Context: an optimization exercise on an open-source flow, tuned for small area, a short achievable clock period and few clock cycles. The choices shown serve that exercise and are no tape-out recipe. For this run, only the layout was checked, not whether the RTL still works. Power and IR drop assume default switching activity.

<file path="config.mk">
export PLATFORM = sky130hd
export DESIGN_NAME = AtomBones
export DESIGN_NICKNAME = AtomBones
export VERILOG_FILES = /design/flow/design.v
export SDC_FILE = /design/flow/constraint.sdc
export NUM_CORES = 8
export LEC_CHECK = 0
export CAP_MARGIN = 30
export CORE_MARGIN = 2
export CORE_UTILIZATION = 40
export SLEW_MARGIN = 20
</file>
<file path="constraint.sdc">
create_clock -name core_clock -period 135.0 [get_ports {clk_i}]
set_input_delay 27.0000 -clock core_clock [delete_from_list [all_inputs] [get_ports {clk_i}]]
set_output_delay 27.0000 -clock core_clock [all_outputs]
set_load 0.01 [all_outputs]
</file>
<file path="design.v">
`timescale 1ns/1ps
`default_nettype none
module Decode
(
    input   wire    [31:0]  instr_i,
    output  wire    [4:0]   rd_o,
    output  wire    [4:0]   rs1_o,
    output  wire    [4:0]   rs2_o,
    output  wire    [2:0]   f3_o,
    output  wire            lui_o,
    output  wire            auipc_o,
    output  wire            jal_o,
    output  wire            jalr_o,
    output  wire            branch_o,
    output  wire            load_o,
    output  wire            store_o,
    output  wire            op_o,        
    output  wire            md_o,        
    output  wire            system_o,    
    output  wire            rd_we_o,     
    output  wire            use_rs1_o,
    output  wire            use_rs2_o,
    output  wire            sub_o,       
    output  wire            sra_o,
    output  wire    [31:0]  imm_o,       
    output  wire    [31:0]  bimm_o       
);
    wire [4:0] opc = instr_i[6:2];
    wire [2:0] f3  = instr_i[14:12];
    assign rd_o  = instr_i[11:7];
    assign rs1_o = instr_i[19:15];
    assign rs2_o = instr_i[24:20];
    assign f3_o  = f3;
    assign lui_o    = (opc == 5'b01101);
    assign auipc_o  = (opc == 5'b00101);
    assign jal_o    = (opc == 5'b11011);
    assign jalr_o   = (opc == 5'b11001);
    assign branch_o = (opc == 5'b11000);
    assign load_o   = (opc == 5'b00000);
    assign store_o  = (opc == 5'b01000);
    wire   opimm    = (opc == 5'b00100);
    wire   op       = (opc == 5'b01100);
    assign op_o     = op & ~instr_i[25];
    assign md_o     = op &  instr_i[25];
    assign system_o = (opc == 5'b11100);
    assign rd_we_o  = (rd_o != 5'd0) &
                      (lui_o | auipc_o | jal_o | jalr_o | load_o | opimm | op | system_o);
    assign use_rs1_o = ~(lui_o | auipc_o | jal_o);
    assign use_rs2_o = op | store_o | branch_o;
    assign sub_o = branch_o | ((op | opimm) & (f3 == 3'b010 | f3 == 3'b011)) |
                   (op & instr_i[30] & (f3 == 3'b000));
    assign sra_o = instr_i[30];
    wire [31:0] imm_i = {{20{instr_i[31]}}, instr_i[31:20]};
    wire [31:0] imm_s = {{20{instr_i[31]}}, instr_i[31:25], instr_i[11:7]};
    wire [31:0] imm_u = {instr_i[31:12], 12'd0};
    wire [31:0] imm_j = {{12{instr_i[31]}}, instr_i[19:12], instr_i[20], instr_i[30:21], 1'b0};
    assign imm_o = store_o ? imm_s :
                   (lui_o | auipc_o) ? imm_u :
                   jal_o ? imm_j : imm_i;
    assign bimm_o = {{20{instr_i[31]}}, instr_i[7], instr_i[30:25], instr_i[11:8], 1'b0};
endmodule
`default_nettype none
module RegisterFile
(
    input   wire            Clk_i,
    input   wire            Rst_i,
    input   wire    [4:0]   Ra_Sel_i,
    output  reg     [31:0]  Ra_o,
    input   wire    [4:0]   Rb_Sel_i,
    output  reg     [31:0]  Rb_o,
    input   wire            Data_We_i,
    input   wire    [4:0]   Rd_Sel_i,
    input   wire    [31:0]  Data_i
);
    reg [31:1] valid;
    wire [31:0] regs [1:31];
    genvar g;
    generate
        for (g = 1; g < 32; g = g + 1) begin : r
            reg [31:0] q;
            always @(posedge Clk_i)
                if (Data_We_i && Rd_Sel_i == g)
                    q <= Data_i;
            assign regs[g] = q;
        end
    endgenerate
    always @(posedge Clk_i) begin
        if (Rst_i)
            valid <= 31'd0;
        else if (Data_We_i && Rd_Sel_i != 5'd0)
            valid[Rd_Sel_i] <= 1'b1;
    end
    integer i;
    always @(*) begin
        Ra_o = 32'd0;
        Rb_o = 32'd0;
        for (i = 1; i < 32; i = i + 1) begin
            Ra_o = Ra_o | ({32{Ra_Sel_i == i[4:0] && valid[i]}} & regs[i]);
            Rb_o = Rb_o | ({32{Rb_Sel_i == i[4:0] && valid[i]}} & regs[i]);
        end
    end
endmodule
`default_nettype none
module Alu
(
    input   wire    [31:0]  a_i,
    input   wire    [31:0]  b_i,
    input   wire            sub_i,       
    input   wire    [2:0]   f3_i,        
    input   wire            sra_i,       
    input   wire            sh_ovr_i,    
    input   wire    [31:0]  sh_x_i,
    input   wire    [4:0]   sh_s_i,
    output  reg     [31:0]  result_o,
    output  wire    [31:0]  sum_o,
    output  wire    [31:0]  shift_o,
    output  wire            eq_o,
    output  wire            lt_o,
    output  wire            ltu_o
);
    wire [32:0] sum33 = {1'b0, a_i} + {1'b0, b_i ^ {32{sub_i}}} + {32'd0, sub_i};
    assign sum_o = sum33[31:0];
    wire [31:0] x_ab = a_i ^ b_i;
    assign eq_o  = ~|x_ab;
    assign ltu_o = ~sum33[32];
    assign lt_o  = (a_i[31] ^ b_i[31]) ? a_i[31] : sum33[31];
    function [31:0] reverse;
        input [31:0] x;
        integer k;
        begin
            for (k = 0; k < 32; k = k + 1)
                reverse[31-k] = x[k];
        end
    endfunction
    wire        left   = sh_ovr_i | (f3_i == 3'b001);
    wire [31:0] sh_src = sh_ovr_i ? sh_x_i : a_i;
    wire [4:0]  sh_amt = sh_ovr_i ? sh_s_i : b_i[4:0];
    wire [31:0] sh_in  = left ? reverse(sh_src) : sh_src;
    wire        sh_fill = sra_i & ~left & sh_src[31];
    /*verilator lint_off UNUSEDSIGNAL*/
    wire [32:0] sh_out = $signed({sh_fill, sh_in}) >>> sh_amt;
    /*verilator lint_on UNUSEDSIGNAL*/
    assign shift_o = left ? reverse(sh_out[31:0]) : sh_out[31:0];
    always @(*) begin
        case (f3_i)
            3'b000:  result_o = sum_o;
            3'b001:  result_o = shift_o;
            3'b010:  result_o = {31'd0, lt_o};
            3'b011:  result_o = {31'd0, ltu_o};
            3'b100:  result_o = x_ab;
            3'b101:  result_o = shift_o;
            3'b110:  result_o = a_i | b_i;
            default: result_o = a_i & b_i;
        endcase
    end
endmodule
module MulDiv
(
    input   wire            clk_i,
    input   wire            rst_i,
    input   wire    [31:0]  a_i,         
    input   wire    [31:0]  b_i,         
    input   wire    [2:0]   f3_i,        
    input   wire            go_i,        
    output  wire            done_o,      
    output  wire    [31:0]  res_o,
    output  wire    [31:0]  sh_x_o,      
    output  wire    [4:0]   sh_s_o,
    input   wire    [31:0]  sh_y_i
);
    reg         act;         
    reg [31:0]  P;           
    reg [31:0]  Q;           
    reg [31:0]  Bs;          
    reg [5:0]   cnt;         
    wire first  = ~act;
    wire is_div = f3_i[2];
    wire is_mul = (f3_i[1:0] == 2'b00);
    wire [1:0] k0 = (|b_i[31:24]) ? 2'd3 :
                    (|b_i[23:16]) ? 2'd2 :
                    (|b_i[15:8])  ? 2'd1 : 2'd0;
    wire [1:0] didx = first ? (is_mul ? k0 : 2'd0) : cnt[1:0];
    reg  [7:0] d8;
    always @(*) begin
        case (didx)
            2'd0: d8 = b_i[7:0];
            2'd1: d8 = b_i[15:8];
            2'd2: d8 = b_i[23:16];
            default: d8 = b_i[31:24];
        endcase
    end
    wire dsg = (f3_i[1:0] == 2'b01) & (didx == 2'd3) & d8[7];
    wire a_signed = (f3_i[1:0] == 2'b01) | (f3_i[1:0] == 2'b10);
    wire asg = a_signed & a_i[31];
    wire signed [32:0] A33 = {asg, a_i};
    wire signed [8:0]  D9  = {dsg, d8};
    wire signed [39:0] X   = first  ? 40'd0 :
                             is_mul ? {8'd0, P[23:0], 8'd0} :
                                      {{8{a_signed & P[31]}}, P};
    wire signed [41:0] S   = X + A33 * D9;
    wire        mul_done = is_mul ? (didx == 2'd0) : (didx == 2'd3);
    wire [31:0] mul_res  = is_mul ? S[31:0] : S[39:8];
    wire [1:0]  mul_cnt  = is_mul ? didx - 2'd1 : didx + 2'd1;
    wire sgn = ~f3_i[0];
    wire rem = f3_i[1];
    wire sa  = sgn & a_i[31];
    wire sb  = sgn & b_i[31];
    wire [32:0] t1 = {1'b0, P} - {1'b0, Bs};
    wire        q1 = ~t1[32];
    wire [31:0] R1 = q1 ? t1[31:0] : P;
    wire [32:0] t2 = {1'b0, R1} - {2'b0, Bs[31:1]};
    wire        q2 = ~t2[32];
    wire [31:0] R2 = q2 ? t2[31:0] : R1;
    wire        two = |cnt[5:1];
    wire [31:0] Rn = two ? R2 : R1;
    wire [31:0] Qn = two ? {Q[29:0], q1, q2} : {Q[30:0], q1};
    wire [31:0] raw = rem ? Rn : Qn;
    wire [31:0] nin  = first ? a_i : raw;
    wire [31:0] nout = 32'd0 - nin;
    wire [31:0] amag = sa ? nout : a_i;
    wire [31:0] bmag = sb ? (32'd0 - b_i) : b_i;
    function [5:0] bitlen;
        input [31:0] x;
        integer k;
        begin
            bitlen = 6'd0;
            for (k = 0; k < 32; k = k + 1)
                if (x[k]) bitlen = k[5:0] + 6'd1;
        end
    endfunction
    wire [5:0] la = bitlen(amag);
    wire [5:0] lb = bitlen(bmag);
    wire       bz = ~|b_i;
    wire       a_lt_b = (la < lb);
    wire [5:0] s6 = la - lb;
    assign sh_x_o = bmag;
    assign sh_s_o = s6[4:0];
    wire neg = rem ? sa : (sa ^ sb);
    wire div_done = first ? (bz | a_lt_b) : ~two | (cnt == 6'd2);
    wire [31:0] div_res = first ? ((rem | ~bz) ? (rem ? a_i : 32'd0) : 32'hffffffff)
                                : (neg ? nout : raw);
    assign done_o = is_div ? div_done : mul_done;
    assign res_o  = is_div ? div_res : mul_res;
    always @(posedge clk_i) begin
        if (rst_i)
            act <= 1'b0;
        else if (go_i)
            act <= ~done_o;
    end
    always @(posedge clk_i) begin
        if (go_i) begin
            if (is_div) begin
                if (first) begin
                    P   <= amag;
                    Q   <= 32'd0;
                    Bs  <= sh_y_i;
                    cnt <= s6 + 6'd1;
                end else begin
                    P   <= Rn;
                    Q   <= Qn;
                    Bs  <= {2'b00, Bs[31:2]};
                    cnt <= cnt - 6'd2;
                end
            end else begin
                P   <= mul_res;
                cnt <= {4'd0, mul_cnt};
            end
        end
    end
endmodule
`default_nettype none
module CSR_Unit
(
    input   wire            clk_i,
    input   wire            rst_i,
    input   wire [11:0]     addr_i,
    output  wire [31:0]     data_o
);
    reg [63:0]  csr_cycle;
    always @(posedge clk_i) begin
        if (rst_i)
            csr_cycle <= 64'd0;
        else
            csr_cycle <= csr_cycle + 64'd1;
    end
    assign data_o = (addr_i == 12'hc00) ? csr_cycle[31:0] :
                    (addr_i == 12'hc80) ? csr_cycle[63:32] : 32'd0;
endmodule
`default_nettype none
module AtomRV
(
    input   wire            clk_i,
    input   wire            rst_i,
    output  wire    [31:0]  imem_addr_o,
    input   wire    [31:0]  imem_data_i,
    output  wire            imem_valid_o,
    input   wire            imem_ack_i,
    output  wire    [31:0]  dmem_addr_o,
    input   wire    [31:0]  dmem_data_i,
    output  wire    [31:0]  dmem_data_o,
    output  wire     [3:0]  dmem_sel_o,
    output  wire            dmem_we_o,
    output  wire            dmem_valid_o,
    input   wire            dmem_ack_i
);
    reg  [31:2] pc_f;
    reg         fetch_en;
    reg         v_e;
    reg  [31:0] ir;
    reg  [31:2] pc_e;
    reg         m_v;         
    reg         m_we;        
    reg         m_wen;       
    reg         m_load;
    reg  [31:0] m_addr;
    reg  [31:0] m_data;      
    reg  [3:0]  m_sel;
    reg  [4:0]  m_rd;
    reg  [2:0]  m_f3;
    wire [4:0]  rd, rs1, rs2;
    wire [2:0]  f3;
    wire        is_lui, is_auipc, is_jal, is_jalr, is_br, is_ld, is_st, is_op, is_md, is_sys;
    wire        rd_we, use1, use2, sub, sra;
    wire [31:0] imm, bimm;
    Decode decode
    (
        .instr_i    (ir),
        .rd_o       (rd),
        .rs1_o      (rs1),
        .rs2_o      (rs2),
        .f3_o       (f3),
        .lui_o      (is_lui),
        .auipc_o    (is_auipc),
        .jal_o      (is_jal),
        .jalr_o     (is_jalr),
        .branch_o   (is_br),
        .load_o     (is_ld),
        .store_o    (is_st),
        .op_o       (is_op),
        .md_o       (is_md),
        .system_o   (is_sys),
        .rd_we_o    (rd_we),
        .use_rs1_o  (use1),
        .use_rs2_o  (use2),
        .sub_o      (sub),
        .sra_o      (sra),
        .imm_o      (imm),
        .bimm_o     (bimm)
    );
    wire [31:0] rf1, rf2;
    reg  [31:0] ld_val;
    wire        rf_we = m_wen & (~m_load | dmem_ack_i);
    wire [31:0] rf_wd = m_load ? ld_val : m_data;
    RegisterFile rf
    (
        .Clk_i      (clk_i),
        .Rst_i      (rst_i),
        .Ra_Sel_i   (rs1),
        .Ra_o       (rf1),
        .Rb_Sel_i   (rs2),
        .Rb_o       (rf2),
        .Data_We_i  (rf_we),
        .Rd_Sel_i   (m_rd),
        .Data_i     (rf_wd)
    );
    wire m_fwd = m_wen & ~m_load;
    wire [31:0] rs1v = (m_fwd && m_rd == rs1) ? m_data : rf1;
    wire [31:0] rs2v = (m_fwd && m_rd == rs2) ? m_data : rf2;
    wire mem_busy = m_v & ~dmem_ack_i;
    wire load_use = m_wen & m_load & ((use1 && m_rd == rs1) || (use2 && m_rd == rs2));
    wire csr_wait = is_sys & m_v;
    wire md_done;
    wire md_go    = v_e & is_md & ~mem_busy & ~load_use;
    wire ex_stall = mem_busy | load_use | csr_wait | (is_md & ~md_done);
    wire ex_go    = v_e & ~ex_stall;
    wire ex_free  = ~v_e | ex_go;
    wire [31:0] pc_e32 = {pc_e, 2'b00};
    wire [31:0] op_a = is_lui ? 32'd0 : ((is_auipc | is_jal) ? pc_e32 : rs1v);
    wire [31:0] op_b = (is_op | is_md | is_br) ? rs2v : imm;
    wire [31:0] alu_res, sum, shift_out;
    wire        eq, lt, ltu;
    wire [31:0] md_sh_x;
    wire [4:0]  md_sh_s;
    wire [31:0] md_res;
    Alu alu
    (
        .a_i        (op_a),
        .b_i        (op_b),
        .sub_i      (sub),
        .f3_i       ((is_op | ~is_md & (ir[4] & ~ir[2])) ? f3 : 3'b000),
        .sra_i      (sra),
        .sh_ovr_i   (is_md),
        .sh_x_i     (md_sh_x),
        .sh_s_i     (md_sh_s),
        .result_o   (alu_res),
        .sum_o      (sum),
        .shift_o    (shift_out),
        .eq_o       (eq),
        .lt_o       (lt),
        .ltu_o      (ltu)
    );
    MulDiv muldiv
    (
        .clk_i      (clk_i),
        .rst_i      (rst_i),
        .a_i        (rs1v),
        .b_i        (rs2v),
        .f3_i       (f3),
        .go_i       (md_go),
        .done_o     (md_done),
        .res_o      (md_res),
        .sh_x_o     (md_sh_x),
        .sh_s_o     (md_sh_s),
        .sh_y_i     (shift_out)
    );
    wire [31:2] tsum = pc_e + (is_br ? bimm[31:2] : 30'd1);
    wire br_cond = (f3[2] ? (f3[1] ? ltu : lt) : eq) ^ f3[0];
    wire taken   = is_jal | is_jalr | (is_br & br_cond);
    wire [31:2] target = is_br ? tsum : sum[31:2];
    wire [31:0] csr_val;
    CSR_Unit csr_unit
    (
        .clk_i      (clk_i),
        .rst_i      (rst_i),
        .addr_i     (ir[31:20]),
        .data_o     (csr_val)
    );
    reg [31:0] ex_res;
    always @(*) begin
        if (is_st)
            ex_res = f3[1] ? rs2v : (f3[0] ? {2{rs2v[15:0]}} : {4{rs2v[7:0]}});
        else if (is_jal | is_jalr)
            ex_res = {tsum, 2'b00};
        else if (is_sys)
            ex_res = csr_val;
        else if (is_md)
            ex_res = md_res;
        else
            ex_res = alu_res;
    end
    reg [3:0] st_sel;
    always @(*) begin
        case (f3[1:0])
            2'b00:   st_sel = 4'b0001 << sum[1:0];
            2'b01:   st_sel = sum[1] ? 4'b1100 : 4'b0011;
            default: st_sel = 4'b1111;
        endcase
    end
    wire redirect = ex_go & taken;
    wire fetched  = fetch_en & imem_ack_i;
    assign imem_addr_o  = {pc_f, 2'b00};
    assign imem_valid_o = fetch_en;
    always @(posedge clk_i) begin
        if (rst_i) begin
            fetch_en <= 1'b0;
            pc_f     <= 30'd0;
            v_e      <= 1'b0;
        end else begin
            fetch_en <= 1'b1;
            if (redirect) begin
                pc_f <= target;
                v_e  <= 1'b0;
            end else if (ex_free) begin
                v_e  <= fetched;
                if (fetched)
                    pc_f <= pc_f + 30'd1;
            end
        end
    end
    always @(posedge clk_i) begin
        if (ex_free) begin
            ir   <= imem_data_i;
            pc_e <= pc_f;
        end
    end
    always @(posedge clk_i) begin
        if (rst_i) begin
            m_v   <= 1'b0;
            m_wen <= 1'b0;
        end else if (~mem_busy) begin
            m_v   <= ex_go & (is_ld | is_st);
            m_wen <= ex_go & rd_we;
        end
    end
    always @(posedge clk_i) begin
        if (~mem_busy) begin
            m_we   <= is_st;
            m_load <= is_ld;
            m_addr <= sum;
            m_data <= ex_res;
            m_sel  <= st_sel;
            m_rd   <= rd;
            m_f3   <= f3;
        end
    end
    assign dmem_valid_o = m_v;
    assign dmem_we_o    = m_we;
    assign dmem_addr_o  = {m_addr[31:2], 2'b00};
    assign dmem_sel_o   = m_sel;
    assign dmem_data_o  = m_data;
    wire [7:0]  ld_b = m_addr[1] ? (m_addr[0] ? dmem_data_i[31:24] : dmem_data_i[23:16])
                                 : (m_addr[0] ? dmem_data_i[15:8]  : dmem_data_i[7:0]);
    wire [15:0] ld_h = m_addr[1] ? dmem_data_i[31:16] : dmem_data_i[15:0];
    always @(*) begin
        case (m_f3[1:0])
            2'b00:   ld_val = {{24{~m_f3[2] & ld_b[7]}}, ld_b};
            2'b01:   ld_val = {{16{~m_f3[2] & ld_h[15]}}, ld_h};
            default: ld_val = dmem_data_i;
        endcase
    end
endmodule
`default_nettype none
 module AtomBones
(
    input   wire    clk_i,
    input   wire    rst_i,
    output  wire    [31:0]  imem_addr_o,     
    input   wire    [31:0]  imem_data_i,     
    output  wire            imem_valid_o,    
    input   wire            imem_ack_i,      
    output  wire    [31:0]  dmem_addr_o,     
    input   wire    [31:0]  dmem_data_i,     
    output  wire    [31:0]  dmem_data_o,     
    output  wire    [3:0]   dmem_sel_o,      
    output  wire            dmem_we_o,       
    output  wire            dmem_valid_o,    
    input   wire            dmem_ack_i       
);
    AtomRV atom_core
    (
        .clk_i          (clk_i),   
        .rst_i          (rst_i),   
        .imem_addr_o    (imem_addr_o),   
        .imem_data_i    (imem_data_i),   
        .imem_valid_o   (imem_valid_o),   
        .imem_ack_i     (imem_ack_i),   
        .dmem_addr_o    (dmem_addr_o),   
        .dmem_data_i    (dmem_data_i),   
        .dmem_data_o    (dmem_data_o),   
        .dmem_sel_o     (dmem_sel_o),   
        .dmem_we_o      (dmem_we_o),   
        .dmem_valid_o   (dmem_valid_o),   
        .dmem_ack_i     (dmem_ack_i)
    );
endmodule
</file>
<file path="run.sh">
#!/bin/bash
# synth_recipe.tcl (not shown) runs the flow's synth.tcl, then flattens the netlist and writes it again
# the make line also repeats each setting of config.mk as NAME=value (left out here)
make -C /OpenROAD-flow-scripts/flow DESIGN_CONFIG=/design/flow/config.mk WORK_HOME=/design/flow/orfs CLKGATE_MAP_FILE= SYNTH_SCRIPT=/design/flow/synth_recipe.tcl finish
</file>
==> flow_results.xml <==
<?xml version="1.0" encoding="UTF-8"?>
<metrics>
  <group name="clocking">
    <metric name="cts_bufs_inserted" unit="">150</metric>
    <metric name="insertion_delay_of_the_later_clocked_pin_in_the_worst_skew_pair" unit="ps">890</metric>
    <metric name="path_clk_slew" unit="ps">60</metric>
    <metric name="number_of_cells_upsized_or_downsized_after_cts" unit="">0</metric>
    <metric name="cts-hold-fix-buffers" unit="">0</metric>
    <metric name="postCtsSetupRepairBufs" unit="">0</metric>
    <metric name="h-tree-depth" unit="">4</metric>
    <metric name="cts_tree" unit="">built</metric>
    <metric name="clock_tree_root_driver_cell" unit="">sky130_fd_sc_hd__clkbuf_16</metric>
    <metric name="cts.sinks" unit="">1361</metric>
    <metric name="clock_tree_buffer_depth" unit="">3</metric>
  </group>
  <group name="global_routing">
    <metric name="grt_first_pass_wirelength" unit="um">637700</metric>
    <metric name="overflow" unit="">0</metric>
    <metric name="grt_util_all_layers" unit="">0.3964</metric>
    <metric name="antenna_violations_before_repair" unit="">56</metric>
    <metric name="vias_in_the_first_global_route" unit="">79380</metric>
    <metric name="grt_max_degree" unit="">99</metric>
  </group>
  <group name="yosys">
    <metric name="synth_async_sr_flop_share" unit="">0</metric>
    <metric name="synth_area" unit="um2">90150</metric>
    <metric name="synth-seq-cells" unit="">1361</metric>
    <metric name="synth_common_cells" unit="">1231 x sky130_fd_sc_hd__edfxtp_1, 796 x sky130_fd_sc_hd__nand2_1, 729 x sky130_fd_sc_hd__nor2_1, 725 x sky130_fd_sc_hd__a22oi_1, 480 x sky130_fd_sc_hd__a21oi_1</metric>
    <metric name="postSynthAreaPerCell" unit="um2">10.08</metric>
    <metric name="synthCells" unit="">8942</metric>
    <metric name="synth_enable_flop_cells" unit="">1231</metric>
    <metric name="seq_area_frac_synth" unit="">0.4389</metric>
    <metric name="count_of_warnings_emitted_by_yosys" unit="">5</metric>
    <metric name="synth_top_cell_by_area" unit="">sky130_fd_sc_hd__edfxtp_1</metric>
    <metric name="ys_dominant_reg_cell" unit="">sky130_fd_sc_hd__edfxtp_1</metric>
    <metric name="yosysUniqueCellTypes" unit="">109</metric>
    <metric name="synth.most_common_cell" unit="">sky130_fd_sc_hd__edfxtp_1</metric>
    <metric name="netlist.area_leader.share" unit="">0.4100</metric>
    <metric name="synth_top_cells_by_area" unit="">sky130_fd_sc_hd__edfxtp_1 41%, sky130_fd_sc_hd__a22oi_1 6.0%, sky130_fd_sc_hd__fa_1 6.0%, sky130_fd_sc_hd__ha_1 4.3%, sky130_fd_sc_hd__nand2_1 3.3%</metric>
  </group>
  <group name="route">
    <metric name="first_pass_iters" unit="">13</metric>
    <metric name="wire_per_inst" unit="um">38.78</metric>
    <metric name="post-route-drc-count" unit="">0</metric>
    <metric name="postRouteAntennaNets" unit="">0</metric>
    <metric name="detailedRoute.firstIterationViolations" unit="">16270</metric>
    <metric name="dr_total_vias" unit="">84990</metric>
    <metric name="viasPerCell" unit="">7.012</metric>
    <metric name="postRouteWirelength" unit="um">470000</metric>
  </group>
  <group name="sta">
    <metric name="period_minus_slack" unit="ps">29630</metric>
    <metric name="min_period_over_period" unit="">0.2195</metric>
    <metric name="setup_repair_after_global_routing_missed_its_margin" unit="">no</metric>
    <metric name="timing.final.setup_violations" unit="">0</metric>
    <metric name="worst_slew_pin_slew" unit="ps">1308</metric>
    <metric name="fin_worst_hold_slack" unit="ps">477.0</metric>
    <metric name="finalHoldViolations" unit="">0</metric>
    <metric name="relSlewSlack" unit="">0.1261</metric>
    <metric name="fin_setup_tns" unit="ps">0</metric>
    <metric name="fmax" unit="MHz">33.75</metric>
    <metric name="slew_viol_final" unit="">0</metric>
    <metric name="finClkSkew" unit="ps">119.2</metric>
  </group>
  <group name="place">
    <metric name="place_congestion" unit="">1.034</metric>
    <metric name="buffer_ports.inserted" unit="">164</metric>
    <metric name="dp.final_hpwl" unit="um">311000</metric>
    <metric name="dpl_cell_area" unit="um2">96270</metric>
  </group>
  <group name="floorplanning">
    <metric name="core-area" unit="um2">224500</metric>
    <metric name="die_w" unit="um">478.7</metric>
    <metric name="row_count" unit="">174</metric>
    <metric name="io_pins" unit="">171</metric>
    <metric name="floorplan.die.height" unit="um">478.7</metric>
    <metric name="initial_utilization" unit="">0.4016</metric>
    <metric name="dieArea" unit="um2">229200</metric>
  </group>
  <group name="worst_setup_path">
    <metric name="critical_path.startpoint_type" unit="">input port</metric>
    <metric name="critPathRequiredTime" unit="ps">135410</metric>
    <metric name="critPathArrivalTime" unit="ps">30040</metric>
    <metric name="critical-path-slowest-cell" unit="">sky130_fd_sc_hd__nor2_4</metric>
    <metric name="crit_chain" unit="">clkdlybuf4s50_1 -&gt; o21ai_0 -&gt; nor2_1 -&gt; nand2_1 -&gt; nor2_4 -&gt; buf_4</metric>
    <metric name="setup.worst_path.class" unit="">input port to flip-flop</metric>
    <metric name="crit_path_end_kind" unit="">flip-flop</metric>
    <metric name="crit_fanout" unit="">18</metric>
    <metric name="critical-path-max-stage-delay" unit="ps">850</metric>
  </group>
  <group name="run_status">
    <metric name="outcome" unit="">timing/DRC/antenna clean</metric>
  </group>
  <group name="power_and_ir_drop">
    <metric name="leakagePower" unit="nW">37.97</metric>
    <metric name="powerDensity" unit="nW/um2">9.880</metric>
    <metric name="peakVddDrop" unit="mV">0.01159</metric>
  </group>
  <group name="layout">
    <metric name="fillerInstances" unit="">20980</metric>
    <metric name="finish.net_count" unit="">9629</metric>
    <metric name="final_cell_area" unit="um2">101500</metric>
    <metric name="areaGrowthSynthToFinish" unit="%">12.64</metric>
    <metric name="drive_gt1_frac" unit="">0.1047</metric>
  </group>
  <group name="run">
    <metric name="maxCapViolations" unit="">0</metric>
  </group>
  <group name="hold_path">
    <metric name="hold_path.class" unit="">flip-flop to flip-flop</metric>
  </group>
</metrics>
## sequential cells by signal, summed over array words and instances, names as in the netlist, 3 cells and up
signal	flops
atom_core.m_addr	32
atom_core.pc_f	30
atom_core.muldiv.P	32
atom_core.pc_e	30
atom_core.m_sel	4
atom_core.m_rd	5
atom_core.muldiv.Q	31
atom_core.muldiv.Bs	32
atom_core.rf.valid	31
atom_core.m_data	32
atom_core.rf.r.q	992
atom_core.muldiv.cnt	6
atom_core.ir	30
atom_core.csr_unit.csr_cycle	64
atom_core.m_f3	3
## layout by cell type (no fill, tap or decap), types with 41 or more instances in the layout
| master | Yosys | routed |
|---|---|---|
| sky130_fd_sc_hd__ha_1 | 310 | 309 |
| sky130_fd_sc_hd__nor2_1 | 729 | 706 |
| sky130_fd_sc_hd__inv_1 | 452 | 448 |
| sky130_fd_sc_hd__and3_1 | 172 | 137 |
| sky130_fd_sc_hd__clkdlybuf4s50_1 | 0 | 163 |
| sky130_fd_sc_hd__nor4_1 | 72 | 71 |
| sky130_fd_sc_hd__xnor2_1 | 174 | 172 |
| sky130_fd_sc_hd__o211ai_1 | 55 | 55 |
| sky130_fd_sc_hd__clkbuf_16 | 0 | 150 |
| sky130_fd_sc_hd__mux2_2 | 63 | 63 |
| sky130_fd_sc_hd__mux2i_1 | 199 | 199 |
| sky130_fd_sc_hd__dfxtp_1 | 130 | 129 |
| sky130_fd_sc_hd__and2_1 | 201 | 160 |
| sky130_fd_sc_hd__a222oi_1 | 68 | 68 |
| sky130_fd_sc_hd__edfxtp_1 | 1231 | 1231 |
| sky130_fd_sc_hd__o21a_1 | 50 | 50 |
| sky130_fd_sc_hd__a211oi_1 | 97 | 95 |
| sky130_fd_sc_hd__a22oi_1 | 725 | 725 |
| sky130_fd_sc_hd__a22o_1 | 74 | 74 |
| sky130_fd_sc_hd__nand3_1 | 260 | 259 |
| sky130_fd_sc_hd__nand4_1 | 133 | 133 |
| sky130_fd_sc_hd__o22ai_1 | 69 | 69 |
| sky130_fd_sc_hd__nor3_1 | 132 | 130 |
| sky130_fd_sc_hd__a21o_1 | 78 | 78 |
| sky130_fd_sc_hd__xor2_1 | 158 | 158 |
| sky130_fd_sc_hd__a221oi_1 | 96 | 96 |
| sky130_fd_sc_hd__a21oi_1 | 480 | 440 |
| sky130_fd_sc_hd__and2_2 | 0 | 42 |
| sky130_fd_sc_hd__o21ai_0 | 318 | 312 |
| sky130_fd_sc_hd__nand2b_1 | 41 | 41 |
| sky130_fd_sc_hd__fa_1 | 271 | 271 |
| sky130_fd_sc_hd__or2_2 | 46 | 46 |
| sky130_fd_sc_hd__buf_4 | 42 | 312 |
| sky130_fd_sc_hd__nand2_1 | 796 | 794 |
## layer usage
metal  GRT usage  up-vias  wire length (um)
li1            -    33690                 -
met3      0.1586     2099             73230
met5    0.005800        -               284
met1      0.5014    41430            167900
met4      0.2640       32             41270
met2      0.5546     7744            187400
## power breakdown
| group | leakage [nW] | switching (mW) | total (mW) | internal, mW |
|---|---|---|---|---|
| sequential | 12.4 | 0.00938 | 0.483 | 0.474 |
| combinational | 23.2 | 0.0688 | 0.0976 | 0.0288 |
| clock | 2.39 | 0.192 | 0.422 | 0.230 |
## logic make-up (layout without fill, tap and decap cells)
family,after synthesis,after routing,synth area share
buffers and inverters,1085,1240,0.04879
adder cells (fa/ha/maj),581,581,0.1032
flip-flops,1361,1361,0.4389
other,1,34,0.00004160
multiplexers,270,270,0.03187
AO/OA/AOI/OAI,2525,2525,0.1955
AND/OR/NAND/NOR,2787,2787,0.1495
XOR/XNOR,332,332,0.03226
## worst max-delay path, delay by kind of cell
kind | cells | cell delay [ps]
simple gates | 3 | 1490
buf+inv | 2 | 1220
compound gates | 1 | 270
## final timing paths
kind	slack [ps]	cells after the start	end	from
worst min-delay path	480	0	atom_core.pc_e[20]$_DFFE_PP_	atom_core.pc_f[20]$_SDFFE_PP0P_
worst max register to register	118860	48	atom_core.m_data[30]$_DFFE_PN_	atom_core.ir[24]$_DFFE_PP_
worst min register to register	480	0	atom_core.pc_e[20]$_DFFE_PP_	atom_core.pc_f[20]$_SDFFE_PP0P_
worst max-delay path	105370	6	atom_core.rf.r[23].q[21]$_DFFE_PP_	dmem_ack_i
## stage by stage
step	utilization	power (mW)	std cells	setup WS (ps)
after floorplan	-	0.5335	8945	102800
after global placement	0.4272	0.5802	11770	104340
final	0.4524	1.003	12120	105370
after CTS	0.4511	0.9964	12080	105210
after global routing	0.4521	1.019	12100	105110
after detailed placement	0.4289	0.5839	11810	104330
## final cells by class
| class | instances | area, um2 | area share |
|---|---|---|---|
| repair buffers | 512 | 4473 | 0.04405 |
| diodes | 30 | 75.07 | 0.0007393 |
| clock inverters | 91 | 1076 | 0.01060 |
| well taps | 2992 | 3744 | 0.03687 |
| clock buffers | 181 | 3914 | 0.03854 |
| multi-input cells | 6499 | 46970 | 0.4626 |
| flip-flops and latches | 1361 | 39570 | 0.3897 |
| inverters | 456 | 1718 | 0.01692 |

what the ideal ports hide:
The results above use ideal ports. As a check the final layout listed here was re-extracted and re-timed, cells and wires unchanged.
Step 1 assumes that a clkbuf_16 drives the clock port and a buf_2 every other input.
Step 2 times the ports against the registers' clock, not the clock port: input delays grow and output delays shrink by t, the midpoint of the rising clock arrivals with the driver on.
a / b / c = ideal ports / drivers / drivers and shift; a / b = the first two.
shift t [ns]: 0.943
setup slack, ns: 105.370 / 105.453 / 104.510
worst setup path after step 2: input to register
After both steps setup and hold are still met in this run. For this run, drivers alone change the setup slack by +0.083 ns; drivers and shift together by -0.860 ns.
